Background: an optimization exercise with open tools, aiming at small area. Do not read the settings as production practice.
Where RTL was checked, it was by simulation tests only, not by an equivalence proof against the original.
The RTL of runs 2 to 4 was laid out without a check of its function.
Power and IR drop assume default switching activity.

<file path="flow/design.v">
module VGA(clk, rst, VGA_HS, VGA_VS ,VGA_R, VGA_G, VGA_B,VGA_BLANK_N,VGA_CLOCK, player, result_in, result,  state);
	input 				clk, rst;
	input		[1:0]		state;
	input 	[1:0]  	player;
	input 	[1:0] 	result;
	input 	[17:0] 	result_in;
	output 				VGA_HS, VGA_VS;
	output 				VGA_BLANK_N, VGA_CLOCK;
	output  [7:0] 	VGA_R, VGA_G, VGA_B;
	localparam [2:0] C_Z = 3'd0, C_BG = 3'd1, C_GR = 3'd2, C_BL = 3'd3, C_RD = 3'd4, C_WH = 3'd5;
	reg			clk25M;
	reg	[1:0]	hs;		 
	reg	[7:0]	ho;		 
	reg	[1:0]	vs;		 
	reg	[7:0]	vo;		 
	reg			loaded;
	reg	[2:0]	code;
	function [5:0] t40;
		input [5:0] p;
		case (p)
			6'd0: t40 = 6'd63;
			6'd1: t40 = 6'd63;
			6'd2: t40 = 6'd63;
			6'd3: t40 = 6'd63;
			6'd4: t40 = 6'd63;
			6'd5: t40 = 6'd63;
			6'd6: t40 = 6'd63;
			6'd7: t40 = 6'd63;
			6'd8: t40 = 6'd63;
			6'd9: t40 = 6'd63;
			6'd10: t40 = 6'd63;
			6'd11: t40 = 6'd63;
			6'd12: t40 = 6'd63;
			6'd13: t40 = 6'd63;
			6'd14: t40 = 6'd63;
			6'd15: t40 = 6'd63;
			6'd16: t40 = 6'd63;
			6'd17: t40 = 6'd63;
			6'd18: t40 = 6'd63;
			6'd19: t40 = 6'd63;
			6'd20: t40 = 6'd63;
			6'd21: t40 = 6'd63;
			6'd22: t40 = 6'd63;
			6'd23: t40 = 6'd63;
			6'd24: t40 = 6'd63;
			6'd25: t40 = 6'd63;
			6'd26: t40 = 6'd63;
			6'd27: t40 = 6'd63;
			6'd28: t40 = 6'd63;
			6'd29: t40 = 6'd28;
			6'd30: t40 = 6'd27;
			6'd31: t40 = 6'd26;
			6'd32: t40 = 6'd25;
			6'd33: t40 = 6'd23;
			6'd34: t40 = 6'd22;
			6'd35: t40 = 6'd20;
			6'd36: t40 = 6'd18;
			6'd37: t40 = 6'd16;
			6'd38: t40 = 6'd13;
			6'd39: t40 = 6'd9;
			6'd40: t40 = 6'd1;
			default: t40 = 6'd0;
		endcase
	endfunction
	function [5:0] t30;
		input [5:0] p;
		case (p)
			6'd0: t30 = 6'd63;
			6'd1: t30 = 6'd63;
			6'd2: t30 = 6'd63;
			6'd3: t30 = 6'd63;
			6'd4: t30 = 6'd63;
			6'd5: t30 = 6'd63;
			6'd6: t30 = 6'd63;
			6'd7: t30 = 6'd63;
			6'd8: t30 = 6'd63;
			6'd9: t30 = 6'd63;
			6'd10: t30 = 6'd63;
			6'd11: t30 = 6'd63;
			6'd12: t30 = 6'd63;
			6'd13: t30 = 6'd63;
			6'd14: t30 = 6'd63;
			6'd15: t30 = 6'd63;
			6'd16: t30 = 6'd63;
			6'd17: t30 = 6'd63;
			6'd18: t30 = 6'd63;
			6'd19: t30 = 6'd63;
			6'd20: t30 = 6'd63;
			6'd21: t30 = 6'd63;
			6'd22: t30 = 6'd21;
			6'd23: t30 = 6'd20;
			6'd24: t30 = 6'd19;
			6'd25: t30 = 6'd17;
			6'd26: t30 = 6'd15;
			6'd27: t30 = 6'd14;
			6'd28: t30 = 6'd11;
			6'd29: t30 = 6'd8;
			6'd30: t30 = 6'd1;
			default: t30 = 6'd0;
		endcase
	endfunction
	function [5:0] t20;
		input [5:0] p;
		case (p)
			6'd0: t20 = 6'd63;
			6'd1: t20 = 6'd63;
			6'd2: t20 = 6'd63;
			6'd3: t20 = 6'd63;
			6'd4: t20 = 6'd63;
			6'd5: t20 = 6'd63;
			6'd6: t20 = 6'd63;
			6'd7: t20 = 6'd63;
			6'd8: t20 = 6'd63;
			6'd9: t20 = 6'd63;
			6'd10: t20 = 6'd63;
			6'd11: t20 = 6'd63;
			6'd12: t20 = 6'd63;
			6'd13: t20 = 6'd63;
			6'd14: t20 = 6'd63;
			6'd15: t20 = 6'd14;
			6'd16: t20 = 6'd13;
			6'd17: t20 = 6'd11;
			6'd18: t20 = 6'd9;
			6'd19: t20 = 6'd7;
			6'd20: t20 = 6'd1;
			default: t20 = 6'd0;
		endcase
	endfunction
	wire pix_en = ~clk25M;
	wire hend = (hs == 2'd0) ? (ho == 8'd195) : (hs == 2'd3) ? (ho == 8'd234) : (ho == 8'd240);
	wire lend = (hs == 2'd3) && (ho == 8'd234);
	wire vend = (vs == 2'd0) ? (vo == 8'd126) : (vo == 8'd224);
	wire vwrap = (vs == 2'd3) && (vo == 8'd208);
	wire h0 = (hs == 2'd0) && (ho == 8'd28);
	always @(posedge clk) begin
		if (!rst) begin
			clk25M <= 1'b0;
			hs <= 2'd0;
			ho <= 8'd28;
			vs <= 2'd0;
			vo <= 8'd65;
			loaded <= 1'b0;
		end else begin
			clk25M <= ~clk25M;
			loaded <= 1'b1;
			if (pix_en) begin
				if (hend) begin
					hs <= hs + 2'd1;
					ho <= 8'd28;
				end else
					ho <= ho + 8'd1;
				if (vwrap) begin
					vs <= 2'd0;
					vo <= 8'd65;
				end else if (lend) begin
					if (vend) begin
						vs <= vs + 2'd1;
						vo <= 8'd65;
					end else
						vo <= vo + 8'd1;
				end
			end
		end
	end
	assign VGA_CLOCK = ~clk25M;
	assign VGA_HS = ~((hs == 2'd0) && ho >= 8'd44 && ho <= 8'd139);
	assign VGA_VS = ~((vs == 2'd0) && (h0 ? (vo == 8'd76 || vo == 8'd77) : (vo == 8'd75 || vo == 8'd76)));
	assign VGA_BLANK_N = (hs != 2'd0 || ho >= 8'd188) && (vs != 2'd0 || vo >= 8'd110);
	wire hmid = (hs == 2'd1) || (hs == 2'd2);
	wire vmid = (vs == 2'd1) || (vs == 2'd2);
	wire vline = hmid && ho >= 8'd229 && ho <= 8'd239;
	wire hline = vmid && (h0 ? (vo >= 8'd204 && vo <= 8'd214) : (vo >= 8'd203 && vo <= 8'd213));
	wire colr = (hs != 2'd0) && ho >= 8'd82 && ho <= 8'd170;
	wire rowr = (vs != 2'd0) && vo >= 8'd88 && vo <= 8'd168;
	wire vbox = (vs != 2'd0) && vo >= 8'd89 && vo <= 8'd167;
	wire sring = (hs == 2'd2) && (vs == 2'd2) && rowr && ho >= 8'd38 && ho <= 8'd118;
	wire scross = (hs == 2'd2) && ho >= 8'd132 && ho <= 8'd220;
	wire st0 = (state == 2'd0);
	wire [7:0] hc = st0 ? (ho[7] ? 8'd178 : 8'd78) : 8'd128;
	wire [7:0] du = ho - hc;
	wire [7:0] dn = hc - ho;
	wire [6:0] a = du[7] ? dn[6:0] : du[6:0];
	wire [7:0] vn = 8'd128 - vo;
	wire [6:0] b = vo[7] ? vo[6:0] : vn[6:0];
	wire [5:0] m = a[5:0];
	wire [6:0] df = {1'b0, m} - {1'b0, b[5:0]};
	wire [5:0] p = df[6] ? b[5:0] : m;
	wire [5:0] q = df[6] ? m : b[5:0];
	wire r_out = q < t40(p);
	wire r_in = q < (st0 ? t20(p) : t30(p));
	wire ring = r_out && !r_in;
	wire crs = df[6] ? (df >= (st0 ? 7'd113 : 7'd123)) : (df <= (st0 ? 7'd15 : 7'd5));
	reg [1:0] cellv;
	always @* begin
		case ({vs, hs})
			4'b0101: cellv = result_in[1:0];
			4'b0110: cellv = result_in[3:2];
			4'b0111: cellv = result_in[5:4];
			4'b1001: cellv = result_in[7:6];
			4'b1010: cellv = result_in[9:8];
			4'b1011: cellv = result_in[11:10];
			4'b1101: cellv = result_in[13:12];
			4'b1110: cellv = result_in[15:14];
			4'b1111: cellv = result_in[17:16];
			default: cellv = 2'b00;
		endcase
	end
	reg [2:0] nxt;
	always @* begin
		nxt = code;
		if (state == 2'd0) begin
			nxt = C_BG;
			if (sring && ring) nxt = loaded ? C_WH : C_Z;
			if ((vs == 2'd2) && scross && vbox && crs) nxt = loaded ? C_WH : C_Z;
		end else if (state == 2'd1) begin
			if (vline || hline) nxt = loaded ? C_GR : C_Z;
			else nxt = loaded ? C_WH : C_Z;
			if (cellv == 2'b01 && colr && rowr && ring) nxt = loaded ? C_BL : C_Z;
			if (cellv == 2'b10 && colr && vbox && crs) nxt = loaded ? C_RD : C_Z;
		end else if (state == 2'd2) begin
			if (result == 2'b01) nxt = loaded ? C_BL : C_Z;
			else if (result == 2'b10) nxt = loaded ? C_RD : C_Z;
			else if (result == 2'b00) nxt = loaded ? C_GR : C_Z;
		end
	end
	always @(posedge clk) begin
		if (!rst) code <= C_Z;
		else if (pix_en) code <= nxt;
	end
	reg [23:0] rgb;
	always @* begin
		case (code)
			C_BG: rgb = 24'h64A682;
			C_GR: rgb = 24'hCACACA;
			C_BL: rgb = 24'h2E77AE;
			C_RD: rgb = 24'hCA1F3D;
			C_WH: rgb = 24'hFFFFFF;
			default: rgb = 24'h000000;
		endcase
	end
	assign {VGA_R, VGA_G, VGA_B} = rgb;
endmodule
</file>
<file path="flow/flow/run.sh">
#!/bin/bash
# Layout flow: the standard synthesis, then the combinational cells of its netlist are
# re-optimised for area with ABC (flip-flops kept as they are, same cells and names), then
# the standard layout from floorplan on, with minimum-size port buffers.
set -euo pipefail
W=$(pwd)
R=$W/orfs/results/$FLOW_PLATFORM/VGA/base
LIB=$FLOW_HOME/platforms/$FLOW_PLATFORM/lib/sky130_fd_sc_hd__tt_025C_1v80.lib
YOSYS=$FLOW_HOME/../tools/install/yosys/bin/yosys
[ -x "$YOSYS" ] || YOSYS=yosys

bash standard.sh synth > $W/1_standard_synth.log 2>&1
cp $R/1_2_yosys.v $W/standard_synth.v

cat > $W/resynth.abc <<EOC
strash
&get -n
&deepsyn -T 30
&put
dch -f
amap
topo
EOC
cat > $W/resynth.ys <<EOC
read_liberty -ignore_miss_func $LIB
read_verilog $W/standard_synth.v
hierarchy -top $FLOW_TOP
setattr -mod -set blackbox 1 sky130_fd_sc_hd__dfxtp_1
flatten
delete t:\\\$scopeinfo
opt_clean -purge
abc -script $W/resynth.abc -liberty $LIB -dont_use *probe* -dont_use *lpflow* -dont_use *clkbuf* -dont_use *dly* -dont_use *clkinv*
opt_clean -purge
hilomap -singleton -hicell sky130_fd_sc_hd__conb_1 HI -locell sky130_fd_sc_hd__conb_1 LO
stat -liberty $LIB
write_verilog -noattr -nohex -nodec $W/resynth.v
EOC
$YOSYS -l $W/2_resynth.log $W/resynth.ys > /dev/null 2>&1
cp $W/resynth.v $R/1_2_yosys.v
rm -f $R/1_synth.odb $R/1_synth.sdc

bash standard.sh "BUFFER_PORTS_ARGS=-buffer_cell sky130_fd_sc_hd__buf_1" finish > $W/3_standard_layout.log 2>&1
</file>
<file path="flow/standard.sh">
#!/bin/bash
# synth_recipe.tcl (not shown) runs the flow's synth.tcl, then flattens the netlist and writes it again
# the make line also repeats each setting of config.mk as NAME=value (left out here)
make -C /OpenROAD-flow-scripts/flow DESIGN_CONFIG=/design/flow/config.mk WORK_HOME=/design/flow/orfs CLKGATE_MAP_FILE= SYNTH_SCRIPT=/design/flow/synth_recipe.tcl "${@:-finish}"
</file>
<file path="flow/config.mk">
export PLATFORM = sky130hd
export DESIGN_NAME = VGA
export DESIGN_NICKNAME = VGA
export VERILOG_FILES = /design/flow/design.v
export SDC_FILE = /design/flow/constraint.sdc
export NUM_CORES = 4
export LEC_CHECK = 0
export ABC_AREA = 1
export CAP_MARGIN = 20
export CORE_MARGIN = 2
export CORE_UTILIZATION = 40
export CTS_BUF_LIST = sky130_fd_sc_hd__clkbuf_4 sky130_fd_sc_hd__clkbuf_8
export SLEW_MARGIN = 20
</file>
<file path="flow/constraint.sdc">
create_clock -name core_clock -period 20.0 [get_ports {clk}]
set_input_delay 4.0000 -clock core_clock [delete_from_list [all_inputs] [get_ports {clk}]]
set_output_delay 4.0000 -clock core_clock [all_outputs]
set_load 0.01 [all_outputs]
</file>
==> results of run 1 <==
## state kept, by name, indices dropped and copies added, names as in the netlist
name	cells
vo	8
clk25M	1
vs	2
code	3
loaded	1
hs	2
ho	8
## layer usage
layer  up-vias  global-route usage, %
met3        12                  3.913
met4         0                  5.410
met2       168                  35.00
met5         -                      0
li1       1625                      -
met1      1462                  29.89
## cell type report
cell class                      count  area [µm²]
Fill cell                         633        3144
Multi-Input combinational cell    335        1722
Timing Repair Buffer               52       198.9
Tap cell                           75       93.84
Inverter                           66       247.7
Sequential cell                    25       500.5
Clock buffer                        4       48.80
## cells in the final DEF, fill, tap and decap left out, drive strengths merged, types with 3 or more instances in the layout
cell type,n
nor2,101
inv,66
nand2,55
buf,52
o21ai,39
a21oi,26
dfxtp,25
nor3,17
o22ai,17
a221oi,8
a211oi,7
a31oi,7
nand3,5
o32ai,5
o21a,5
or2,5
clkbuf,4
o22a,3
## critical path, delay by kind of cell
| kind | cells | cell delay (ns) |
|---|---|---|
| simple gates | 15 | 1.69 |
| compound gates | 18 | 4.13 |
| buf+inv | 4 | 0.89 |
## through the flow
stage / instance area (µm²) / hold slack (ns) / std cells / worst slack [ns]
after floorplan: 2470 / 0.4216 / 426 / 10.45
after global placement: 2763 / 0.4635 / 553 / 9.301
after detailed placement: 2763 / 0.4707 / 553 / 9.267
after CTS: 2811 / 0.4827 / 557 / 9.523
after global routing: 2811 / 0.4970 / 557 / 8.746
final: 2811 / 0.4793 / 557 / 9.403
## power breakdown
part	leakage, nW	internal (mW)	switching, mW
clock	0.0262	0.0156	0.0161
combinational	0.910	0.0394	0.0791
sequential	0.204	0.0537	0.00715
## path summary, 6_finish.rpt
path / start / to / cells after the start
worst min-delay path: vs[0] / vs[0] / 1
worst max-delay path: state[0] / code[0] / 37
worst min register to register: vs[0] / vs[0] / 1
worst max register to register: ho[7] / code[0] / 39
==> reports/metrics.cfg, run 1 <==
[critical_path]
slowest_stage = o32ai_1
worstPathArrival_ns = 10.74
critPathMaxStageDelay_ns = 0.73
cp_common_cell = nor2_1
path_class = primary input to flip-flop
crit_path_start_kind = primary input
end_kind = flip-flop
rrSetupSlack_ns = 12.34
worstPathRequired_ns = 20.15
crit_fanout = 14

[yosys]
ys_warn_count = 1
synth_nets = 452
synth_area_um2 = 2470
synthCells = 426
syn_avg_cell_area_um2 = 5.798

[detailed_routing]
drt_wl_total_um = 7611
vias = 3267
viasPerCell = 5.865
met3_length_um = 713
wl_met1_um = 3534
top_layer_used = met4
wl_met2_um = 3242
first_pass_iters = 5
wl_per_cell_um = 13.66
drc = 0
ant_nets = 0
drt_iter0_markers = 383

[layout]
utilization_pct = 47.21
drive_gt1_share_pct = 1.037
area.growth.synth_to_final_pct = 13.83
layout.nets = 509
antenna-diode-count = 0

[timing]
hold_viol = 0
slew_headroom_pct = 46.22
skew_ns = 0.004571
post-route-period-util_pct = 52.98
setup_viol = 0
fin_tns_setup_ns = 0
report.final.slew_viol_count = 0
tightest_slew_ns = 0.8042
rsz0062_at_grt = false
fin_crit_ns = 10.60
max_freq_ghz = 0.09437

[floorplan]
die_area_um2 = 6819
fp-row-count = 28
die_h_um = 82.58
core_um2 = 5956
initial_utilization_pct = 41.47
io_pins = 54
chipWidth_um = 82.58

[global_route]
grtUsageTotal_pct = 21.71
overflow = 0
grt_pass1_wl_um = 11650
grt_pass1_vias = 2614
grt_max_degree = 15
antenna_found_initial = 0

[placement]
dp_hpwl_um = 6123
globalplace.congestion = 0.9781
numPortBuffers = 51

[clock_network]
cts_max_level = 1
post_cts_resized = 0
clkTransAtPathRegs_ns = 0.09
post_cts_buffers = 0
clockBufferDepth = 2
clk_latency_ns = 0.27
postCtsHoldBufs = 0
cts_tree = built
cts_buffers = 3
root_buffer = clkbuf_8
clock_sinks = 25

[pwr]
power_leakage_nw = 1.140
max-vdd-ir-drop_mv = 0.03865
p_total_uw = 211.1
powerDensity_nw_per_um2 = 75.08

[hold_path]
holdCritPathClass = flip-flop to flip-flop

[flow_run]
drv_cap = 0

[outcome]
outcome = finished clean

==> inputs of run 2 (changes only) <==
--- a/flow/design.v
+++ b/flow/design.v
@@ -172,7 +172,2 @@
 	wire hline = vmid && (h0 ? (vo >= 8'd204 && vo <= 8'd214) : (vo >= 8'd203 && vo <= 8'd213));
-	wire colr = (hs != 2'd0) && ho >= 8'd82 && ho <= 8'd170;
-	wire rowr = (vs != 2'd0) && vo >= 8'd88 && vo <= 8'd168;
-	wire vbox = (vs != 2'd0) && vo >= 8'd89 && vo <= 8'd167;
-	wire sring = (hs == 2'd2) && (vs == 2'd2) && rowr && ho >= 8'd38 && ho <= 8'd118;
-	wire scross = (hs == 2'd2) && ho >= 8'd132 && ho <= 8'd220;
 	wire st0 = (state == 2'd0);
@@ -191,2 +186,5 @@
 	wire ring = r_out && !r_in;
+	wire inr = !a[6] && !b[6];
+	wire ubox = du[7] ? (m <= 6'd46) : (m <= 6'd42);
+	wire vbox = (b[5:0] <= 6'd39);
 	wire crs = df[6] ? (df >= (st0 ? 7'd113 : 7'd123)) : (df <= (st0 ? 7'd15 : 7'd5));
@@ -212,4 +210,3 @@
 			nxt = C_BG;
-			if (sring && ring) nxt = loaded ? C_WH : C_Z;
-			if ((vs == 2'd2) && scross && vbox && crs) nxt = loaded ? C_WH : C_Z;
+			if ((hs == 2'd2) && (vs == 2'd2) && inr && (ho[7] ? (ubox && vbox && crs) : ring)) nxt = loaded ? C_WH : C_Z;
 		end else if (state == 2'd1) begin
@@ -217,4 +214,4 @@
 			else nxt = loaded ? C_WH : C_Z;
-			if (cellv == 2'b01 && colr && rowr && ring) nxt = loaded ? C_BL : C_Z;
-			if (cellv == 2'b10 && colr && vbox && crs) nxt = loaded ? C_RD : C_Z;
+			if (cellv == 2'b01 && inr && ring) nxt = loaded ? C_BL : C_Z;
+			if (cellv == 2'b10 && inr && ubox && vbox && crs) nxt = loaded ? C_RD : C_Z;
 		end else if (state == 2'd2) begin
==> flow/flow/run.sh (replaced) <==
#!/bin/bash
# Layout flow: the standard synthesis; then the combinational cells of its netlist are
# re-optimised for area with ABC (several seeds, the smallest result kept), leaving the
# flip-flops as they are (same cells, same names); then the standard layout from
# floorplan on, with minimum-size port buffers.
set -euo pipefail
W=$(pwd)
R=$W/orfs/results/$FLOW_PLATFORM/VGA/base
LIB=$FLOW_HOME/platforms/$FLOW_PLATFORM/lib/sky130_fd_sc_hd__tt_025C_1v80.lib
YOSYS=$FLOW_HOME/../tools/install/yosys/bin/yosys
[ -x "$YOSYS" ] || YOSYS=yosys
NJ=${NUM_CORES:-4}

bash standard.sh synth > $W/1_standard_synth.log 2>&1
cp $R/1_2_yosys.v $W/standard_synth.v

mkdir -p $W/resynth
run_one() {
  local tag=$1 opt=$2 map=$3
  local d=$W/resynth/$tag
  mkdir -p $d
  printf 'strash\n&get -n\n&deepsyn %s\n&put\n%s\ntopo\n' "$opt" "$map" > $d/script.abc
  cat > $d/resynth.ys <<EOC
read_liberty -ignore_miss_func $LIB
read_verilog $W/standard_synth.v
hierarchy -top $FLOW_TOP
setattr -mod -set blackbox 1 sky130_fd_sc_hd__dfxtp_1
flatten
delete t:\\\$scopeinfo
opt_clean -purge
abc -script $d/script.abc -liberty $LIB -dont_use *probe* -dont_use *lpflow* -dont_use *clkbuf* -dont_use *dly* -dont_use *clkinv*
opt_clean -purge
hilomap -singleton -hicell sky130_fd_sc_hd__conb_1 HI -locell sky130_fd_sc_hd__conb_1 LO
tee -o $d/stat.txt stat -liberty $LIB
write_verilog -noattr -nohex -nodec $d/out.v
EOC
  timeout 900 $YOSYS -l $d/yosys.log $d/resynth.ys > /dev/null 2>&1 || true
}
i=0
for s in 0 7 13 21; do
  for map in "dch -f; amap" "dch -f; map -a; amap"; do
    run_one r$i "-S $s -T 15" "$map" &
    i=$((i+1))
    if (( i % NJ == 0 )); then wait; fi
  done
done
wait
best=""; bestA=""
for d in $W/resynth/r*; do
  [ -s $d/out.v ] || continue
  a=$(awk '/Chip area/ {print $NF}' $d/stat.txt | tail -1)
  [ -n "$a" ] || continue
  echo "$(basename $d) $a" >> $W/2_resynth_areas.txt
  if [ -z "$best" ] || awk -v a=$a -v b=$bestA 'BEGIN{exit !(a<b)}'; then best=$d; bestA=$a; fi
done
echo "kept $best ($bestA)" >> $W/2_resynth_areas.txt
cp $best/out.v $R/1_2_yosys.v
rm -f $R/1_synth.odb $R/1_synth.sdc

bash standard.sh "BUFFER_PORTS_ARGS=-buffer_cell sky130_fd_sc_hd__buf_1" finish > $W/3_standard_layout.log 2>&1
--- a/flow/config.mk
+++ b/flow/config.mk
@@ -11,3 +11,3 @@
 export CORE_UTILIZATION = 40
-export CTS_BUF_LIST = sky130_fd_sc_hd__clkbuf_4 sky130_fd_sc_hd__clkbuf_8
+export CTS_BUF_LIST = sky130_fd_sc_hd__clkbuf_8
 export SLEW_MARGIN = 20
==> run 2 against run 1 <==
First-iteration DRC count fell by 43%; global-route usage increased by 0.44 points; register-to-register slack worse by 1.3 ns; clock skew increased by 0.011 ns; clock-buffer cell count is 1 lower; wire length shrank 1.8%; critical path depth stayed put; sequential cell count is the same; via count is 6.5% lower; critical path type unchanged; critical endpoint is now code[2]; largest cell class unchanged.
==> reports/metrics.cfg, run 2 <==
[outcome]
outcome = finished clean  ; unchanged

[timing]
skew_ns = 0.01556  ; was 0.004571 ns
report.final.slew_viol_count = 0  ; unchanged
setup_viol = 0  ; unchanged
tightest_slew_ns = 1.012  ; was 0.8042 ns
post-route-period-util_pct = 65.54  ; was 52.98%
slew_headroom_pct = 31.79  ; was 46.22%
rsz0062_at_grt = false  ; unchanged
max_freq_ghz = 0.07629  ; was 0.09437 GHz
timing.hold.ws_ns = 0.5446  ; was 0.4793 ns
fin_crit_ns = 13.11  ; was 10.60 ns
hold_viol = 0  ; unchanged
fin_tns_setup_ns = 0  ; unchanged

[placement]
numPortBuffers = 51  ; unchanged
dp_hpwl_um = 5950  ; was 6123 µm
dp_cells = 541  ; was 553
globalplace.congestion = 0.8620  ; was 0.9781

[clock_network]
clockBufferDepth = 2  ; unchanged
clk_latency_ns = 0.28  ; was 0.27 ns
post_cts_buffers = 0  ; unchanged
cts_max_level = 1  ; unchanged
clkTransAtPathRegs_ns = 0.11  ; was 0.09 ns
postCtsHoldBufs = 0  ; unchanged
clock_sinks = 25  ; unchanged
cts_tree = built  ; unchanged
cts_buffers = 3  ; unchanged
root_buffer = clkbuf_8  ; unchanged
post_cts_resized = 0  ; unchanged

[critical_path]
end_kind = flip-flop  ; unchanged
worstPathArrival_ns = 13.28  ; was 10.74 ns
cp_common_cell = o21ai_0  ; was nor2_1
worstPathRequired_ns = 20.17  ; was 20.15 ns
critPathMaxStageDelay_ns = 0.81  ; was 0.73 ns
crit_path_start_kind = primary input  ; unchanged
path_class = primary input to flip-flop  ; unchanged
slowest_stage = o21ai_0  ; was o32ai_1
crit_fanout = 11  ; was 14

[floorplan]
die_area_um2 = 6767  ; was 6819 µm²
die_h_um = 82.26  ; was 82.58 µm
fp-row-count = 28  ; unchanged
initial_utilization_pct = 41.38  ; was 41.47%
chipWidth_um = 82.26  ; was 82.58 µm
core_um2 = 5921  ; was 5956 µm²
io_pins = 54  ; unchanged

[pwr]
p_total_uw = 148.5  ; was 211.1 µW
powerDensity_nw_per_um2 = 53.34  ; was 75.08 nW/µm²
max-vdd-ir-drop_mv = 0.03547  ; was 0.03865 mV
power_leakage_nw = 1.056  ; was 1.140 nW

[detailed_routing]
viasPerCell = 5.607  ; was 5.865
ant_nets = 0  ; unchanged
first_pass_iters = 5  ; unchanged
wl_per_cell_um = 13.71  ; was 13.66 µm
drt_wl_total_um = 7472  ; was 7611 µm
vias = 3056  ; was 3,267
drc = 0  ; unchanged
drt_iter0_markers = 217  ; was 383

[layout]
utilization_pct = 47.04  ; was 47.21%
antenna-diode-count = 0  ; unchanged
reg_top3 = ho: 8 flops, vo: 8 flops, code: 3 flops  ; unchanged
final_cell_mix = nor2_1, inv_1, buf_1  ; was nor2_1, inv_1, nand2_1
drive_gt1_share_pct = 0.8511  ; was 1.037%
fillers = 630  ; was 633
area.growth.synth_to_final_pct = 13.69  ; was 13.83%
final_cells = 545  ; was 557
final_common_cell = nor2_1  ; unchanged
layout.nets = 497  ; was 509

[yosys]
syn_avg_cell_area_um2 = 5.903  ; was 5.798 µm²
ys_warn_count = 1  ; unchanged
synthCells = 415  ; was 426
synth_area_um2 = 2450  ; was 2470 µm²
synth_nets = 441  ; was 452

[global_route]
grt_max_degree = 17  ; was 15
grt_pass1_wl_um = 11840  ; was 11,650 µm
overflow = 0  ; unchanged
antenna_found_initial = 0  ; unchanged
grt_pass1_vias = 2639  ; was 2,614
grtUsageTotal_pct = 22.15  ; was 21.71%

[hold_path]
holdCritPathClass = flip-flop to flip-flop  ; unchanged

[flow_run]
drv_cap = 0  ; unchanged

==> run 2: critical path, delay by kind of cell <==
kind / cells / cell delay (ns)
compound gates: 20 / 5.74
buf+inv: 7 / 1.63
simple gates: 10 / 1.93
==> run 2: final cells by class <==
type	instances	area (µm²)	share of cell area, %
multi-input combinational	321	1690	60.69
sequential	25	500.5	17.97
inverter	69	259.0	9.299
clock buffer	3	41.29	1.482
tap	75	93.84	3.369
clock inverter	1	8.758	0.3145
timing repair buffer	51	191.4	6.873
==> run 2: power breakdown <==
group | leakage [nW] | internal, mW | switching [mW]
sequential | 0.204 | 0.0513 | 0.00212
clock | 0.0261 | 0.0146 | 0.0179
combinational | 0.826 | 0.0205 | 0.0420
==> run 2: final timing paths <==
check                           startpoint  endpoint  slack [ns]  depth (start not counted)
worst max-delay path              state[0]   code[2]        6.89                         37
worst min register to register       hs[0]     hs[0]        0.54                          1
worst max register to register       ho[7]   code[2]       11.08                         35
worst min-delay path                 hs[0]     hs[0]        0.54                          1
==> run 2: per-stage QoR <==
stage,cell area (µm²),setup slack [ns]
after floorplan,2450,9.245
after global placement,2735,7.025
after detailed placement,2735,6.804
after CTS,2785,7.104
after global routing,2785,6.069
final,2785,6.891
==> run 2: routing by layer <==
metal  global-route usage [%]  vias up  share of wire, %  routed length (µm)
li1                         -     1586                 -                   -
met1                    30.16     1390                47                3538
met2                    37.50       74                48                3616
met3                    2.826        6               3.4                 257
met4                    4.333        0              0.79                  59
met5                        0        -                 0                   0
==> inputs of run 3 (changes only) <==
--- a/flow/design.v
+++ b/flow/design.v
@@ -129,7 +129,7 @@
 	wire pix_en = ~clk25M;
-	wire hend = (hs == 2'd0) ? (ho == 8'd195) : (hs == 2'd3) ? (ho == 8'd234) : (ho == 8'd240);
-	wire lend = (hs == 2'd3) && (ho == 8'd234);
-	wire vend = (vs == 2'd0) ? (vo == 8'd126) : (vo == 8'd224);
-	wire vwrap = (vs == 2'd3) && (vo == 8'd208);
-	wire h0 = (hs == 2'd0) && (ho == 8'd28);
+	wire hend = (hs == 2'd0) ? (&{ho[7], ho[5], ho[3:0]}) : (hs == 2'd3) ? (&{ho[7:5], ho[3], ho[1]}) : (&ho[7:4]);
+	wire lend = (hs == 2'd3) && (&{ho[7:5], ho[3], ho[1]});
+	wire vend = (vs == 2'd0) ? (&{vo[5], vo[3:2]}) : (&vo[7:5]);
+	wire vwrap = (vs == 2'd3) && (&{vo[7:6], vo[4]});
+	wire h0 = (hs == 2'd0) && (ho[7:5] == 3'd0) && (ho[3:0] == 4'd0);
 	always @(posedge clk) begin
@@ -138,5 +138,5 @@
 			hs <= 2'd0;
-			ho <= 8'd28;
+			ho <= 8'd16;
 			vs <= 2'd0;
-			vo <= 8'd65;
+			vo <= 8'd0;
 			loaded <= 1'b0;
@@ -148,3 +148,3 @@
 					hs <= hs + 2'd1;
-					ho <= 8'd28;
+					ho <= (hs == 2'd3) ? 8'd16 : (hs == 2'd0) ? 8'd20 : 8'd28;
 				end else
@@ -153,3 +153,3 @@
 					vs <= 2'd0;
-					vo <= 8'd65;
+					vo <= 8'd0;
 				end else if (lend) begin
@@ -157,3 +157,3 @@
 						vs <= vs + 2'd1;
-						vo <= 8'd65;
+						vo <= (vs == 2'd0) ? 8'd48 : 8'd65;
 					end else
@@ -165,8 +165,8 @@
 	assign VGA_CLOCK = ~clk25M;
-	assign VGA_HS = ~((hs == 2'd0) && ho >= 8'd44 && ho <= 8'd139);
-	assign VGA_VS = ~((vs == 2'd0) && (h0 ? (vo == 8'd76 || vo == 8'd77) : (vo == 8'd75 || vo == 8'd76)));
-	assign VGA_BLANK_N = (hs != 2'd0 || ho >= 8'd188) && (vs != 2'd0 || vo >= 8'd110);
+	assign VGA_HS = ~((hs == 2'd0) && !ho[7] && (ho[6:5] != 2'd0));
+	assign VGA_VS = ~((vs == 2'd0) && (h0 ? (vo == 8'd11 || vo == 8'd12) : (vo == 8'd10 || vo == 8'd11)));
+	assign VGA_BLANK_N = (hs != 2'd0) && (vs != 2'd0);
 	wire hmid = (hs == 2'd1) || (hs == 2'd2);
 	wire vmid = (vs == 2'd1) || (vs == 2'd2);
-	wire vline = hmid && ho >= 8'd229 && ho <= 8'd239;
+	wire vline = hmid && ho >= 8'd229 && !(&ho[7:4]);
 	wire hline = vmid && (h0 ? (vo >= 8'd204 && vo <= 8'd214) : (vo >= 8'd203 && vo <= 8'd213));
@@ -175,6 +175,6 @@
 	wire [7:0] du = ho - hc;
-	wire [7:0] dn = hc - ho;
-	wire [6:0] a = du[7] ? dn[6:0] : du[6:0];
-	wire [7:0] vn = 8'd128 - vo;
-	wire [6:0] b = vo[7] ? vo[6:0] : vn[6:0];
+	wire [7:0] dx = du ^ {8{du[7]}};
+	wire [6:0] a = dx[6:0] + du[7];
+	wire [6:0] vx = vo[6:0] ^ {7{~vo[7]}};
+	wire [6:0] b = vx + !vo[7];
 	wire [5:0] m = a[5:0];
==> run 3 against run 2 <==
Fmax grew 19%; synthesized area shrank 2.2%; non-clock buffer count rose by 1; first-iteration DRC count fell by 17%; via count is 2.3% lower; sequential cell count did not move; critical endpoint is now code[0]; global-route usage down 0.84 points; cell area decreased by 1.7%.
==> reports/metrics.cfg, run 3 <==
[layout]
layout.nets = 501  ; was 497
antenna-diode-count = 0  ; unchanged
final_common_cell = nor2_1  ; unchanged
area.growth.synth_to_final_pct = 14.32  ; was 13.69%
final_cell_mix = nor2_1, inv_1, buf_1  ; unchanged
fillers = 637  ; was 630
reg_top3 = ho: 8 flops, vo: 8 flops, code: 3 flops  ; unchanged
drive_gt1_share_pct = 1.055  ; was 0.8511%

[clock_network]
cts_max_level = 1  ; unchanged
post_cts_resized = 0  ; unchanged
clkTransAtPathRegs_ns = 0.10  ; was 0.11 ns
clk_latency_ns = 0.28  ; about the same
cts_buffers = 3  ; unchanged
clockBufferDepth = 2  ; unchanged
cts_tree = built  ; unchanged
clock_sinks = 25  ; unchanged
post_cts_buffers = 0  ; unchanged
root_buffer = clkbuf_8  ; unchanged
postCtsHoldBufs = 0  ; unchanged

[global_route]
grt_pass1_wl_um = 11350  ; was 11,840 µm
antenna_found_initial = 0  ; unchanged
grt_pass1_vias = 2536  ; was 2,639
grtUsageTotal_pct = 21.31  ; was 22.15%
grt_max_degree = 17  ; unchanged
overflow = 0  ; unchanged

[critical_path]
path_class = primary input to flip-flop  ; unchanged
crit_fanout = 13  ; was 11
cp_common_cell = nor2_1  ; was o21ai_0
worstPathArrival_ns = 11.23  ; was 13.28 ns
end_kind = flip-flop  ; unchanged
crit_path_start_kind = primary input  ; unchanged
slowest_stage = o22ai_1  ; was o21ai_0
worstPathRequired_ns = 20.17  ; about the same
critPathMaxStageDelay_ns = 0.66  ; was 0.81 ns

[floorplan]
io_pins = 54  ; unchanged
initial_utilization_pct = 40.93  ; was 41.38%
chipWidth_um = 81.38  ; was 82.26 µm
die_area_um2 = 6622  ; was 6767 µm²
fp-row-count = 28  ; unchanged
core_um2 = 5851  ; was 5921 µm²
die_h_um = 81.38  ; was 82.26 µm

[flow_run]
drv_cap = 0  ; unchanged

[timing]
slew_headroom_pct = 47.31  ; was 31.79%
hold_viol = 0  ; unchanged
report.final.slew_viol_count = 0  ; unchanged
rsz0062_at_grt = false  ; unchanged
setup_viol = 0  ; unchanged
skew_ns = 0.003436  ; was 0.01556 ns
tightest_slew_ns = 0.7704  ; was 1.012 ns
fin_tns_setup_ns = 0  ; unchanged
max_freq_ghz = 0.09041  ; was 0.07629 GHz
fin_crit_ns = 11.06  ; was 13.11 ns
setup_ws_ns = 8.940  ; was 6.891 ns
post-route-period-util_pct = 55.30  ; was 65.54%

[detailed_routing]
drt_iter0_markers = 181  ; was 217
viasPerCell = 5.437  ; was 5.607
ant_nets = 0  ; unchanged
drc = 0  ; unchanged
wl_per_cell_um = 12.65  ; was 13.71 µm
vias = 2985  ; was 3,056
first_pass_iters = 5  ; unchanged
drt_wl_total_um = 6947  ; was 7472 µm

[yosys]
ys_warn_count = 1  ; unchanged
synth_area_um2 = 2395  ; was 2450 µm²
synth_nets = 444  ; was 441
syn_avg_cell_area_um2 = 5.729  ; was 5.903 µm²
synthCells = 418  ; was 415

[hold_path]
holdCritPathClass = flip-flop to flip-flop  ; unchanged

[placement]
pre_cts_ws_ns = 8.760  ; was 6.804 ns
dp_hpwl_um = 5683  ; was 5950 µm
globalplace.congestion = 0.9421  ; was 0.8620
numPortBuffers = 51  ; unchanged

[pwr]
power_leakage_nw = 1.039  ; was 1.056 nW
powerDensity_nw_per_um2 = 56.21  ; was 53.34 nW/µm²
max-vdd-ir-drop_mv = 0.04258  ; was 0.03547 mV

[outcome]
outcome = finished clean  ; unchanged

==> run 3: cell types whose count changed in the layout (fill, tap and decap cells not counted), moves of 5 or more <==
cell / delta
a211oi_1: -6
a21oi_1: +14
o21ai_0: -6
nor2_1: +18
a31oi_1: +5
or2_0: -6
==> run 3: final cells by class <==
cell class,count,area (µm²),share of cell area (%)
Inverter,68,255.2,9.324
Clock buffer,3,41.29,1.508
Timing Repair Buffer,52,198.9,7.267
Sequential cell,25,500.5,18.28
Clock inverter,1,8.758,0.3199
Multi-Input combinational cell,325,1639,59.87
Tap cell,75,93.84,3.428
==> run 3: power breakdown <==
group	switching (mW)	leakage, nW	total, mW	internal [mW]
sequential	0.00130	0.203	0.0523	0.0510
combinational	0.0458	0.810	0.0692	0.0235
clock	0.0177	0.0261	0.0323	0.0146
==> run 3: metal layers <==
| metal | GRT usage, % | part of all wire (%) | vias up |
|---|---|---|---|
| li1 | - | - | 1579 |
| met1 | 29.46 | 50 | 1353 |
| met5 | 0 | 0 | - |
| met4 | 2.034 | 0.32 | 0 |
| met3 | 2.778 | 2.7 | 4 |
| met2 | 36.48 | 47 | 49 |
==> run 3: final timing paths <==
path,from,endpoint,slack [ns],cells past startpoint
hold reg to reg,vs[1],vs[1],0.50,1
setup / recovery,state[1],code[0],8.94,39
setup reg to reg,ho[7],code[0],12.45,39
hold / removal,vs[1],vs[1],0.50,1
==> run 3: per-stage QoR <==
step	hold slack [ns]	cells	cell area, µm²	power, mW	utilization, %
after global routing	0.5371	549	2738	0.1667	46.79
after detailed placement	0.4862	545	2688	0.1217	45.94
after floorplan	0.4549	418	2395	0.1049	-
after CTS	0.5109	549	2738	0.1542	46.79
after global placement	0.4716	545	2688	0.1207	45.94
final	0.4968	549	2738	0.1539	46.79
==> run 3: worst max-delay path, delay by kind of cell <==
family                 cells  cell delay (ns)
and+or+nand+nor           18             2.56
AOI/OAI and AO/OA         16             3.54
buffers and inverters      5             1.13
==> inputs of run 4 (changes only) <==
--- a/flow/flow/run.sh
+++ b/flow/flow/run.sh
@@ -59,2 +59,2 @@
 
-bash standard.sh "BUFFER_PORTS_ARGS=-buffer_cell sky130_fd_sc_hd__buf_1" finish > $W/3_standard_layout.log 2>&1
+bash standard.sh "BUFFER_PORTS_ARGS=-buffer_cell sky130_fd_sc_hd__buf_1" "CTS_ARGS=-repair_clock_nets -buf_list sky130_fd_sc_hd__clkbuf_8 -dont_use_dummy_load" finish > $W/3_standard_layout.log 2>&1
==> run 4 against run 3 <==
Still clean on timing, DRC and antenna; cell count shrank 0.18%; sequential power is essentially flat; cell area shrank 0.32%; via count shrank 0.30%; register-to-register slack lost 0.05 ns; critical path depth is the same; combinational power is essentially flat; fmax shrank 0.67%; setup slack lost 0.075 ns; clock skew grew 0.019 ns; highest routed layer unchanged.
==> reports/metrics.cfg, run 4 <==
[outcome]
outcome = finished clean  ; unchanged

[detailed_routing]
viasPerCell = 5.431  ; was 5.437
drc = 0  ; unchanged
drt_iter0_markers = 167  ; was 181
drt_wl_total_um = 6974  ; was 6947 µm
vias = 2976  ; was 2,985
wl_per_cell_um = 12.73  ; was 12.65 µm
first_pass_iters = 7  ; was 5
ant_nets = 0  ; unchanged

[pwr]
switching_share_pct = 41.55  ; was 42.11%
max-vdd-ir-drop_mv = 0.04151  ; was 0.04258 mV
pwr-share-clk_pct = 19.1  ; was 21.0%
power_leakage_nw = 1.034  ; was 1.039 nW
p_int_uw = 87.95  ; was 89.08 µW
seqPwrFrac_pct = 34.7  ; was 34.0%
combPwrFrac_pct = 46.1  ; was 45.0%
powerDensity_nw_per_um2 = 55.14  ; was 56.21 nW/µm²
power.net_switching_uw = 62.53  ; was 64.79 µW

[clock_network]
cts_buffers = 3  ; unchanged
cts_tree = built  ; unchanged
clock_sinks = 25  ; unchanged
postCtsHoldBufs = 0  ; unchanged
cts_max_level = 1  ; unchanged
clk_latency_ns = 0.28  ; about the same
clkTransAtPathRegs_ns = 0.10  ; about the same
post_cts_buffers = 0  ; unchanged
root_buffer = clkbuf_8  ; unchanged
clockBufferDepth = 2  ; unchanged
post_cts_resized = 0  ; unchanged

[global_route]
grt_pass1_wl_um = 11340  ; was 11,350 µm
antenna_found_initial = 0  ; unchanged
grt_pass1_vias = 2535  ; was 2,536
grtUsageTotal_pct = 21.29  ; was 21.31%
overflow = 0  ; unchanged
grt_max_degree = 17  ; unchanged

[timing]
setup_viol = 0  ; unchanged
timing.hold.ws_ns = 0.4968  ; about the same
tightest_slew_ns = 0.7664  ; was 0.7704 ns
post-route-period-util_pct = 55.68  ; was 55.30%
fin_crit_ns = 11.14  ; was 11.06 ns
hold_viol = 0  ; unchanged
slew_headroom_pct = 47.59  ; was 47.31%
report.final.slew_viol_count = 0  ; unchanged
max_freq_ghz = 0.08981  ; was 0.09041 GHz
fin_tns_setup_ns = 0  ; unchanged
rsz0062_at_grt = false  ; unchanged
skew_ns = 0.02228  ; was 0.003436 ns

[critical_path]
crit_path_start_kind = primary input  ; unchanged
critPathMaxStageDelay_ns = 0.66  ; about the same
slowest_stage = o22ai_1  ; unchanged
worstPathArrival_ns = 11.28  ; was 11.23 ns
rrSetupSlack_ns = 12.40  ; was 12.45 ns
reg2reg_from = ho[7]  ; unchanged
crit_fanout = 13  ; unchanged
cp_common_cell = nor2_1  ; unchanged
end_kind = flip-flop  ; unchanged
path_class = primary input to flip-flop  ; unchanged
r2r_end = code[0]  ; unchanged
r2r_cells = 39  ; unchanged
worstPathRequired_ns = 20.15  ; was 20.17 ns

[placement]
globalplace.congestion = 0.9421  ; unchanged
numPortBuffers = 51  ; unchanged
dp_hpwl_um = 5683  ; unchanged

[floorplan]
chipWidth_um = 81.38  ; unchanged
initial_utilization_pct = 40.93  ; unchanged
fp-row-count = 28  ; unchanged
core_um2 = 5851  ; unchanged
die_h_um = 81.38  ; unchanged
die_area_um2 = 6622  ; unchanged
io_pins = 54  ; unchanged

[yosys]
synth_area_um2 = 2395  ; unchanged
syn_avg_cell_area_um2 = 5.729  ; unchanged
synth_nets = 444  ; unchanged
ys_warn_count = 1  ; unchanged
synthCells = 418  ; unchanged

[hold_path]
holdCritPathClass = flip-flop to flip-flop  ; unchanged
min_to = vs[1]  ; unchanged
hp-start = vs[1]  ; unchanged
hold_depth = 1  ; unchanged

[layout]
antenna-diode-count = 0  ; unchanged
final_cell_mix = nor2_1, inv_1, buf_1  ; unchanged
area.growth.synth_to_final_pct = 13.95  ; was 14.32%
drive_gt1_share_pct = 0.8457  ; was 1.055%
reg_top3 = ho: 8 flops, vo: 8 flops, code: 3 flops  ; unchanged
layout.nets = 501  ; unchanged
final_common_cell = nor2_1  ; unchanged

[flow_run]
drv_cap = 0  ; unchanged

==> run 4: cell type report <==
| class | count | area, µm² |
|---|---|---|
| repair buffers | 52 | 198.9 |
| multi-input cells | 325 | 1639 |
| well taps | 75 | 93.84 |
| flip-flops and latches | 25 | 500.5 |
| clock buffers | 3 | 41.29 |
| fillers | 637 | 3122 |
| inverters | 68 | 255.2 |
==> run 4: per-layer routing <==
| layer | vias up | track usage, % | part of all wire (%) |
|---|---|---|---|
| met2 | 48 | 36.48 | 48 |
| met1 | 1348 | 29.39 | 49 |
| met4 | 0 | 2.034 | 0.10 |
| li1 | 1578 | - | - |
| met5 | - | 0 | 0 |
| met3 | 2 | 2.778 | 2.6 |
==> run 4: worst max path at each step <==
| stage | start | to | slack, ns |
|---|---|---|---|
| after floorplan | state[1] | code[0] | 10.09 |
| after global placement | state[1] | code[2] | 8.76 |
| after detailed placement | state[1] | code[0] | 8.76 |
| after CTS | state[1] | code[0] | 9.01 |
| after global routing | state[1] | code[0] | 7.86 |
| final | state[1] | code[0] | 8.86 |
==> run 4: power groups by stage <==
| stage | Combinational (mW) | Clock (mW) | Sequential [mW] |
|---|---|---|---|
| finish | 0.0694 | 0.0288 | 0.0523 |
| global placement | 0.0672 | 0 | 0.0535 |
| CTS | 0.0686 | 0.0299 | 0.0523 |
| floorplan | 0.0517 | 0 | 0.0531 |
| global route | 0.0791 | 0.0314 | 0.0525 |
| detailed placement | 0.0682 | 0 | 0.0535 |
==> run 4: metrics by stage <==
step	util (%)	cells	power [mW]	setup slack (ns)	area, µm²
4_1_cts	46.64	548	0.1507	9.007	2729
2_1_floorplan	-	418	0.1049	10.09	2395
3_3_place_gp	45.94	545	0.1207	8.761	2688
6_report	46.64	548	0.1505	8.865	2729
3_5_place_dp	45.94	545	0.1217	8.760	2688
5_1_grt	46.64	548	0.1630	7.861	2729
==> run 4: worst max-delay path, delay by kind of cell <==
kind,cells,cell delay [ns]
compound gates,16,3.57
simple gates,18,2.57
buf+inv,5,1.11
==> inputs of run 5 (changes only) <==
--- a/flow/design.v
+++ b/flow/design.v
@@ -10,3 +10,3 @@
 	localparam [2:0] C_Z = 3'd0, C_BG = 3'd1, C_GR = 3'd2, C_BL = 3'd3, C_RD = 3'd4, C_WH = 3'd5;
-	reg			clk25M;
+	reg			pclk;		 
 	reg	[1:0]	hs;		 
@@ -128,3 +128,3 @@
 	endfunction
-	wire pix_en = ~clk25M;
+	wire pix_en = pclk;
 	wire hend = (hs == 2'd0) ? (&{ho[7], ho[5], ho[3:0]}) : (hs == 2'd3) ? (&{ho[7:5], ho[3], ho[1]}) : (&ho[7:4]);
@@ -136,3 +136,3 @@
 		if (!rst) begin
-			clk25M <= 1'b0;
+			pclk <= 1'b1;
 			hs <= 2'd0;
@@ -143,3 +143,3 @@
 		end else begin
-			clk25M <= ~clk25M;
+			pclk <= ~pclk;
 			loaded <= 1'b1;
@@ -164,3 +164,3 @@
 	end
-	assign VGA_CLOCK = ~clk25M;
+	assign VGA_CLOCK = pclk;
 	assign VGA_HS = ~((hs == 2'd0) && !ho[7] && (ho[6:5] != 2'd0));
--- a/flow/flow/run.sh
+++ b/flow/flow/run.sh
@@ -2,5 +2,5 @@
 # Layout flow: the standard synthesis; then the combinational cells of its netlist are
-# re-optimised for area with ABC (several seeds, the smallest result kept), leaving the
-# flip-flops as they are (same cells, same names); then the standard layout from
-# floorplan on, with minimum-size port buffers.
+# re-optimised for area with ABC (a few seeds in parallel, the smallest result kept), leaving the
+# flip-flops as they are (same cells, same names); then the standard layout from floorplan
+# on, with minimum-size port buffers and no dummy clock load.
 set -euo pipefail
@@ -11,3 +11,2 @@
 [ -x "$YOSYS" ] || YOSYS=yosys
-NJ=${NUM_CORES:-4}
 
@@ -18,6 +17,6 @@
 run_one() {
-  local tag=$1 opt=$2 map=$3
+  local tag=$1 opt=$2
   local d=$W/resynth/$tag
   mkdir -p $d
-  printf 'strash\n&get -n\n&deepsyn %s\n&put\n%s\ntopo\n' "$opt" "$map" > $d/script.abc
+  printf 'strash\n&get -n\n&deepsyn %s\n&put\ndch -f\namap\ntopo\n' "$opt" > $d/script.abc
   cat > $d/resynth.ys <<EOC
@@ -36,12 +35,8 @@
 EOC
-  timeout 900 $YOSYS -l $d/yosys.log $d/resynth.ys > /dev/null 2>&1 || true
+  timeout 1200 $YOSYS -l $W/2_resynth_$tag.log $d/resynth.ys > /dev/null 2>&1 || true
 }
-i=0
-for s in 0 7 13 21; do
-  for map in "dch -f; amap" "dch -f; map -a; amap"; do
-    run_one r$i "-S $s -T 15" "$map" &
-    i=$((i+1))
-    if (( i % NJ == 0 )); then wait; fi
-  done
-done
+run_one r0 "-T 10 -S 0" &
+run_one r1 "-T 10 -S 7" &
+run_one r2 "-T 10 -S 13" &
+run_one r3 "-T 10 -S 21" &
 wait
@@ -59,2 +54,4 @@
 
-bash standard.sh "BUFFER_PORTS_ARGS=-buffer_cell sky130_fd_sc_hd__buf_1" "CTS_ARGS=-repair_clock_nets -buf_list sky130_fd_sc_hd__clkbuf_8 -dont_use_dummy_load" finish > $W/3_standard_layout.log 2>&1
+bash standard.sh "BUFFER_PORTS_ARGS=-buffer_cell sky130_fd_sc_hd__buf_1" \
+  "CTS_ARGS=-sink_clustering_enable -sink_clustering_size 30 -sink_clustering_max_diameter 500 -repair_clock_nets -buf_list sky130_fd_sc_hd__clkbuf_8 -dont_use_dummy_load" \
+  finish > $W/3_standard_layout.log 2>&1
==> run 5 against run 4 <==
Still clean; critical path depth is 2 lower; setup slack worse by 0.24 ns; sequential power hardly changed; core utilization hardly changed; wire length is 3.5% lower; clock-buffer cell count stayed put; global-route usage is 0.16 points lower; cell area is 0.69% lower; total power is 9.7% lower; critical path type unchanged; critical endpoint is now code[2].
==> reports/metrics.cfg, run 5 <==
[timing]
fin_crit_ns = 11.37  ; was 11.14 ns
timing.hold.ws_ns = 0.4566  ; was 0.4968 ns
setup_viol = 0  ; unchanged
setup_ws_ns = 8.629  ; was 8.865 ns
max_freq_ghz = 0.08794  ; was 0.08981 GHz
slew_headroom_pct = 54.39  ; was 47.59%
tightest_slew_ns = 0.6817  ; was 0.7664 ns
report.final.slew_viol_count = 0  ; unchanged
post-route-period-util_pct = 56.86  ; was 55.68%
rsz0062_at_grt = false  ; unchanged
fin_tns_setup_ns = 0  ; unchanged
skew_ns = 0.01495  ; was 0.02228 ns
hold_viol = 0  ; unchanged

[critical_path]
slowest_stage = nor2_1  ; was o22ai_1
worstPathRequired_ns = 20.19  ; was 20.15 ns
cp_top_family = compound AO/OA/AOI/OAI gates  ; unchanged
worstPathArrival_ns = 11.56  ; was 11.28 ns
end_kind = flip-flop  ; unchanged
crit_path_start_kind = primary input  ; unchanged
crit_fanout = 11  ; was 13
crit_buf_inv = 8  ; was 5
critPathMaxStageDelay_ns = 0.58  ; was 0.66 ns
path_class = primary input to flip-flop  ; unchanged

[clock_network]
root_buffer = clkbuf_8  ; unchanged
postCtsHoldBufs = 0  ; unchanged
clkTransAtPathRegs_ns = 0.09  ; was 0.10 ns
cts_max_level = 1  ; unchanged
cts_tree = built  ; unchanged
post_cts_resized = 0  ; unchanged
clock_sinks = 25  ; unchanged
clk_latency_ns = 0.27  ; was 0.28 ns
post_cts_buffers = 0  ; unchanged
cts_buffers = 3  ; unchanged
clockBufferDepth = 2  ; unchanged

[detailed_routing]
wl_per_cell_um = 12.49  ; was 12.73 µm
drc = 0  ; unchanged
drt_iter0_markers = 177  ; was 167
first_pass_iters = 5  ; was 7
ant_nets = 0  ; unchanged
vias = 2901  ; was 2,976
drt_wl_total_um = 6733  ; was 6974 µm
viasPerCell = 5.382  ; was 5.431

[placement]
dp_hpwl_um = 5613  ; was 5683 µm
globalplace.congestion = 0.8995  ; was 0.9421
numPortBuffers = 51  ; unchanged
pre_cts_ws_ns = 8.455  ; was 8.760 ns
dp_cells = 536  ; was 545

[floorplan]
chipWidth_um = 81.07  ; was 81.38 µm
core_um2 = 5816  ; was 5851 µm²
initial_utilization_pct = 40.86  ; was 40.93%
fp-row-count = 28  ; unchanged
die_h_um = 81.07  ; was 81.38 µm
io_pins = 54  ; unchanged
die_area_um2 = 6572  ; was 6622 µm²

[global_route]
grt_max_degree = 15  ; was 17
grt_pass1_vias = 2471  ; was 2,535
grtUsageTotal_pct = 21.13  ; was 21.29%
overflow = 0  ; unchanged
antenna_found_initial = 0  ; unchanged
grt_pass1_wl_um = 11130  ; was 11,340 µm

[layout]
final_cell_mix = nor2_1, inv_1, buf_1  ; unchanged
drive_gt1_share_pct = 0.8621  ; was 0.8457%
multi_input_area_um2 = 1628  ; was 1639 µm²
fillers = 655  ; was 637
area.growth.synth_to_final_pct = 14.06  ; was 13.95%
utilization_pct = 46.60  ; was 46.64%
regArea_um2 = 500.5  ; unchanged
reg_top3 = ho: 8 flops, vo: 8 flops, code: 3 flops  ; unchanged
antenna-diode-count = 0  ; unchanged
final_cells = 539  ; was 548
final_common_cell = nor2_1  ; unchanged
layout.nets = 492  ; was 501

[flow_run]
drv_cap = 0  ; unchanged

[yosys]
ys_warn_count = 1  ; unchanged
synthCells = 409  ; was 418
syn_avg_cell_area_um2 = 5.809  ; was 5.729 µm²
synth_nets = 435  ; was 444
synth_area_um2 = 2376  ; was 2395 µm²

[hold_path]
holdCritPathClass = flip-flop to flip-flop  ; unchanged

[pwr]
powerDensity_nw_per_um2 = 50.14  ; was 55.14 nW/µm²
max-vdd-ir-drop_mv = 0.02793  ; was 0.04151 mV
power_leakage_nw = 1.001  ; was 1.034 nW

[outcome]
outcome = finished clean  ; unchanged

## run 5: worst reg2reg max path: cells and delay by family (launching register included)
| kind | cells | cell delay [ns] |
|---|---|---|
| flops | 1 | 0.47 |
| simple gates | 15 | 2.41 |
| compound gates | 15 | 3.36 |
| buf+inv | 7 | 0.96 |
## run 5: power breakdown
group          leakage [nW]  internal (mW)  switching (mW)
Clock                0.0216         0.0135          0.0157
Sequential            0.203         0.0509         0.00116
Combinational         0.776         0.0198          0.0349
Total                  1.00         0.0841          0.0518
## run 5: worst paths after layout
| path | startpoint | endpoint | slack, ns | depth (start not counted) |
|---|---|---|---|---|
| worst max-delay path | state[0] | code[2] | 8.63 | 37 |
| worst min-delay path | pclk | pclk | 0.46 | 1 |
| worst max register to register | ho[7] | code[2] | 12.74 | 37 |
| worst min register to register | pclk | pclk | 0.46 | 1 |
## run 5: per-layer routing
layer	vias to the layer above	global-route usage, %	wire length (µm)
li1	1551	-	-
met4	0	2.881	31
met2	63	35.45	3102
met5	-	0	0
met1	1282	29.65	3343
met3	5	2.667	255
## run 5: final cells by class
| class | instances | area share [%] |
|---|---|---|
| Multi-Input combinational cell | 318 | 60.06 |
| Timing Repair Buffer | 52 | 7.341 |
| Tap cell | 75 | 3.463 |
| Clock buffer | 3 | 1.524 |
| Inverter | 66 | 9.141 |
| Sequential cell | 25 | 18.47 |
## run 5: through the flow
step | total power [mW] | cell area (µm²)
3_3_place_gp | 0.1073 | 2669
6_report | 0.1359 | 2710
3_5_place_dp | 0.1073 | 2669
4_1_cts | 0.1358 | 2710
5_1_grt | 0.1454 | 2710
2_1_floorplan | 0.09364 | 2376
==> inputs of run 6 (changes only) <==
--- a/flow/flow/run.sh
+++ b/flow/flow/run.sh
@@ -55,3 +55,3 @@
 bash standard.sh "BUFFER_PORTS_ARGS=-buffer_cell sky130_fd_sc_hd__buf_1" \
-  "CTS_ARGS=-sink_clustering_enable -sink_clustering_size 30 -sink_clustering_max_diameter 500 -repair_clock_nets -buf_list sky130_fd_sc_hd__clkbuf_8 -dont_use_dummy_load" \
+  "CTS_ARGS=-repair_clock_nets -buf_list sky130_fd_sc_hd__clkbuf_16 -root_buf sky130_fd_sc_hd__clkbuf_16 -dont_use_dummy_load" \
   finish > $W/3_standard_layout.log 2>&1
==> run 6 against run 5 <==
Clock power grew 49%; sequential share of layout area shrank 0.23 points; worst hold slack lost 0.0043 ns; still clean on timing, DRC and antenna; register-to-register slack lost 0.02 ns; cell area grew 1.2%; synthesized area is the same; clock skew shrank 0.0066 ns; wire length grew 0.16%; setup slack lost 0.010 ns; synthesized cell count is the same; total power grew 10%.
==> reports/metrics.cfg, run 6 <==
[timing]
slew_headroom_pct = 56.03  ; was 54.39%
fin_crit_ns = 11.38  ; was 11.37 ns
report.final.slew_viol_count = 0  ; unchanged
post-route-period-util_pct = 56.91  ; was 56.86%
skew_ns = 0.008349  ; was 0.01495 ns
fin_tns_setup_ns = 0  ; unchanged
setup_viol = 0  ; unchanged
tightest_slew_ns = 0.6571  ; was 0.6817 ns
hold_viol = 0  ; unchanged
max_freq_ghz = 0.08786  ; was 0.08794 GHz
rsz0062_at_grt = false  ; unchanged

[floorplan]
io_pins = 54  ; unchanged
chipWidth_um = 81.07  ; unchanged
core_um2 = 5816  ; unchanged
die_h_um = 81.07  ; unchanged
initial_utilization_pct = 40.86  ; unchanged
fp-row-count = 28  ; unchanged
die_area_um2 = 6572  ; unchanged

[layout]
area.growth.synth_to_final_pct = 15.48  ; was 14.06%
final_cell_mix = nor2_1, inv_1, buf_1  ; unchanged
multi_input_area_um2 = 1628  ; unchanged
layout.nets = 492  ; unchanged
final_cells = 539  ; unchanged
reg_top3 = ho: 8 flops, vo: 8 flops, code: 3 flops  ; unchanged
antenna-diode-count = 0  ; unchanged
final_common_cell = nor2_1  ; unchanged
drive_gt1_share_pct = 0.8621  ; unchanged
regArea_um2 = 500.5  ; unchanged
fillers = 655  ; unchanged

[critical_path]
worstPathArrival_ns = 11.55  ; was 11.56 ns
end_kind = flip-flop  ; unchanged
worstPathRequired_ns = 20.17  ; was 20.19 ns
crit_path_start_kind = primary input  ; unchanged
crit_fanout = 11  ; unchanged
path_class = primary input to flip-flop  ; unchanged
critPathMaxStageDelay_ns = 0.56  ; was 0.58 ns
slowest_stage = nor2_1  ; unchanged

[pwr]
powerDensity_nw_per_um2 = 54.71  ; was 50.14 nW/µm²
power_leakage_nw = 1.016  ; was 1.001 nW
p_total_uw = 150.1  ; was 135.9 µW
max-vdd-ir-drop_mv = 0.02630  ; was 0.02793 mV

[global_route]
grt_pass1_vias = 2514  ; was 2,471
grt_pass1_wl_um = 11250  ; was 11,130 µm
grtUsageTotal_pct = 21.36  ; was 21.13%
grt_max_degree = 15  ; unchanged
antenna_found_initial = 0  ; unchanged
overflow = 0  ; unchanged

[detailed_routing]
drt_wl_total_um = 6744  ; was 6733 µm
first_pass_iters = 5  ; unchanged
ant_nets = 0  ; unchanged
drt_iter0_markers = 201  ; was 177
vias = 2911  ; was 2,901
drc = 0  ; unchanged
viasPerCell = 5.401  ; was 5.382
wl_per_cell_um = 12.51  ; was 12.49 µm

[hold_path]
holdCritPathClass = flip-flop to flip-flop  ; unchanged

[yosys]
synth_nets = 435  ; unchanged
synthCells = 409  ; unchanged
ys_warn_count = 1  ; unchanged
syn_avg_cell_area_um2 = 5.809  ; unchanged
synth_area_um2 = 2376  ; unchanged

[clock_network]
cts_buffers = 3  ; unchanged
clk_latency_ns = 0.26  ; was 0.27 ns
clock_sinks = 25  ; unchanged
root_buffer = clkbuf_16  ; was clkbuf_8
clkTransAtPathRegs_ns = 0.07  ; was 0.09 ns
postCtsHoldBufs = 0  ; unchanged
post_cts_resized = 0  ; unchanged
cts_tree = built  ; unchanged
post_cts_buffers = 0  ; unchanged
clockBufferDepth = 2  ; unchanged
cts_max_level = 1  ; unchanged

[placement]
globalplace.congestion = 0.8995  ; unchanged
dp_hpwl_um = 5613  ; unchanged
numPortBuffers = 51  ; unchanged
dp_cells = 536  ; unchanged

[flow_run]
drv_cap = 0  ; unchanged

[outcome]
outcome = finished clean  ; unchanged

## run 6: final timing paths
check	start	end	slack, ns	depth (start not counted)
max	state[0]	code[2]	8.62	37
min	pclk	pclk	0.45	1
max reg2reg	ho[7]	code[2]	12.72	37
min reg2reg	pclk	pclk	0.45	1
## run 6: power by group
part	internal, mW	switching [mW]	total (mW)
registers	0.0509	0.00115	0.0521
clock network	0.0265	0.0170	0.0435
logic	0.0198	0.0348	0.0546
## run 6: stage by stage
stage | cell area (µm²) | setup WS [ns] | hold WS, ns | util [%]
detailed placement | 2669 | 8.455 | 0.4331 | 45.89
finish | 2744 | 8.619 | 0.4523 | 47.18
global placement | 2669 | 8.405 | 0.4367 | 45.89
global route | 2744 | 7.680 | 0.4665 | 47.18
floorplan | 2376 | 9.725 | 0.4435 | -
CTS | 2744 | 8.703 | 0.4458 | 47.18
## run 6: routing by layer
layer	track usage, %	vias to the layer above	part of all wire, %
met4	2.881	0	0.37
met1	29.72	1301	49
li1	-	1553	-
met3	2.667	2	3.8
met5	0	-	0
met2	36.20	55	46
## run 6: final cells by class
| class | instances | share of cell area [%] |
|---|---|---|
| multi-input cells | 318 | 59.33 |
| flip-flops and latches | 25 | 18.24 |
| inverters | 66 | 9.029 |
| repair buffers | 52 | 7.250 |
| well taps | 75 | 3.420 |
| clock buffers | 3 | 2.736 |
## run 6: worst max-delay path: cells and delay by family
| kind | cells | cell delay (ns) |
|---|---|---|
| AOI/OAI and AO/OA | 16 | 3.67 |
| and+or+nand+nor | 13 | 2.58 |
| buffers and inverters | 8 | 1.30 |
==> inputs of run 7 (changes only) <==
--- a/flow/flow/run.sh
+++ b/flow/flow/run.sh
@@ -37,6 +37,6 @@
 }
-run_one r0 "-T 10 -S 0" &
-run_one r1 "-T 10 -S 7" &
-run_one r2 "-T 10 -S 13" &
-run_one r3 "-T 10 -S 21" &
+run_one r0 "-I 4 -T 60 -S 0" &
+run_one r1 "-I 4 -T 60 -S 7" &
+run_one r2 "-I 4 -T 60 -S 13" &
+run_one r3 "-I 4 -T 60 -S 21" &
 wait
@@ -55,3 +55,3 @@
 bash standard.sh "BUFFER_PORTS_ARGS=-buffer_cell sky130_fd_sc_hd__buf_1" \
-  "CTS_ARGS=-repair_clock_nets -buf_list sky130_fd_sc_hd__clkbuf_16 -root_buf sky130_fd_sc_hd__clkbuf_16 -dont_use_dummy_load" \
+  "CTS_ARGS=-sink_clustering_enable -repair_clock_nets -buf_list sky130_fd_sc_hd__clkbuf_8 -dont_use_dummy_load" \
   finish > $W/3_standard_layout.log 2>&1
==> run 7 against run 6 <==
Still clean on timing, DRC and antenna; non-clock buffer count shrank 1; fmax grew 1.4%; sequential power grew 3%; register-to-register slack lost 0.37 ns; highest routed layer unchanged.
==> reports/metrics.cfg, run 7 <==
[floorplan]
io_pins = 54  ; unchanged
die_area_um2 = 6461  ; was 6572 µm²
fp-row-count = 27  ; was 28
chipWidth_um = 80.38  ; was 81.07 µm
die_h_um = 80.38  ; was 81.07 µm
initial_utilization_pct = 41.86  ; was 40.86%
core_um2 = 5574  ; was 5816 µm²

[timing]
rsz0062_at_grt = false  ; unchanged
hold_viol = 0  ; unchanged
post-route-period-util_pct = 56.14  ; was 56.91%
tightest_slew_ns = 0.7953  ; was 0.6571 ns
skew_ns = 0.009626  ; was 0.008349 ns
fin_crit_ns = 11.23  ; was 11.38 ns
report.final.slew_viol_count = 0  ; unchanged
slew_headroom_pct = 46.49  ; was 56.03%
max_freq_ghz = 0.08906  ; was 0.08786 GHz
setup_viol = 0  ; unchanged
fin_tns_setup_ns = 0  ; unchanged

[clock_network]
clkTransAtPathRegs_ns = 0.09  ; was 0.07 ns
post_cts_resized = 0  ; unchanged
clock_sinks = 25  ; unchanged
postCtsHoldBufs = 0  ; unchanged
root_buffer = clkbuf_8  ; was clkbuf_16
cts_tree = built  ; unchanged
post_cts_buffers = 0  ; unchanged
clk_latency_ns = 0.27  ; was 0.26 ns
cts_buffers = 3  ; unchanged
clockBufferDepth = 2  ; unchanged

[layout]
area.growth.synth_to_final_pct = 13.83  ; was 15.48%
final_cell_mix = nor2_1, inv_1, buf_1  ; unchanged
layout.nets = 481  ; was 492
antenna-diode-count = 0  ; unchanged
drive_gt1_share_pct = 0.6623  ; was 0.8621%
final_cells = 525  ; was 539
final_common_cell = nor2_1  ; unchanged
utilization_pct = 47.65  ; was 47.18%

[yosys]
synthCells = 399  ; was 409
ys_warn_count = 1  ; unchanged
synth_area_um2 = 2333  ; was 2376 µm²
synth_nets = 425  ; was 435

[critical_path]
worstPathRequired_ns = 20.14  ; was 20.17 ns
cp_top_family = compound AO/OA/AOI/OAI gates  ; unchanged
critPathMaxStageDelay_ns = 0.47  ; was 0.56 ns
crit_fanout = 10  ; was 11
cp_common_cell = nor2_1
path_class = primary input to flip-flop  ; unchanged
crit_path_start_kind = primary input  ; unchanged
slowest_stage = nor2_1  ; unchanged
worstPathArrival_ns = 11.37  ; was 11.55 ns
end_kind = flip-flop  ; unchanged

[detailed_routing]
ant_nets = 0  ; unchanged
drc = 0  ; unchanged
drt_wl_total_um = 7024  ; was 6744 µm
wl_per_cell_um = 13.38  ; was 12.51 µm
drt_iter0_markers = 162  ; was 201
viasPerCell = 5.524  ; was 5.401
vias = 2900  ; was 2,911

[global_route]
grt_max_degree = 15  ; unchanged
grtUsageTotal_pct = 22.33  ; was 21.36%
grt_pass1_vias = 2640  ; was 2,514
overflow = 0  ; unchanged
grt_pass1_wl_um = 11590  ; was 11,250 µm
antenna_found_initial = 0  ; unchanged

[placement]
numPortBuffers = 51  ; unchanged
globalplace.congestion = 0.9233  ; was 0.8995
dp_cells = 522  ; was 536

[pwr]
power_leakage_nw = 1.057  ; was 1.016 nW
max-vdd-ir-drop_mv = 0.03236  ; was 0.02630 mV

[flow_run]
drv_cap = 0  ; unchanged

[outcome]
outcome = finished clean  ; unchanged

[hold_path]
holdCritPathClass = flip-flop to flip-flop  ; unchanged

run 7: final cells by class:
| class | count | area, µm² |
|---|---|---|
| flip-flops and latches | 25 | 500.5 |
| fillers | 603 | 2918 |
| multi-input cells | 305 | 1574 |
| inverters | 69 | 259.0 |
| repair buffers | 51 | 191.4 |
| well taps | 72 | 90.09 |
| clock buffers | 3 | 41.29 |
run 7: final timing paths:
path,startpoint,end,slack [ns],cells after the start
worst max-delay path,state[0],code[0],8.77,39
worst min-delay path,hs[0],hs[0],0.52,1
worst max register to register,ho[2],code[0],12.35,40
worst min register to register,hs[0],hs[0],0.52,1
run 7: layer usage:
metal	vias up	wire length [µm]	share of wire (%)	track usage [%]
li1	1505	-	-	-
met1	1309	3411	49	29.70
met2	78	3244	46	38.42
met3	8	272	3.9	1.910
met4	0	96	1.4	6.271
met5	-	0	0	0
run 7: power by group:
group	switching [mW]	internal, mW	total, mW	leakage, nW
logic	0.0533	0.0258	0.0792	0.832
registers	0.00207	0.0517	0.0538	0.204
clock network	0.0156	0.0135	0.0291	0.0216
run 7: stage by stage:
stage	power (mW)	hold slack, ns	area, µm²	setup WS, ns
floorplan	0.1119	0.4557	2333	10.62
global placement	0.1315	0.4929	2615	8.705
detailed placement	0.1319	0.5020	2615	8.732
CTS	0.1612	0.5191	2656	8.959
global route	0.1741	0.5446	2656	7.994
finish	0.1621	0.5194	2656	8.772
run 7: worst reg2reg max path: cells and delay by family (launching register included):
kind | cells | cell delay, ns
AO/OA/AOI/OAI | 16 | 3.94
AND/OR/NAND/NOR | 17 | 2.29
buffers and inverters | 7 | 0.94
flip-flops | 1 | 0.39

Setup slack of run 7, layout unchanged: 8.772 ns with ideal ports, 8.778 ns with driving cells assumed (clock clkbuf_16, inputs buf_2), 8.485 ns with port delays also shifted by the 0.293 ns mid clock arrival.
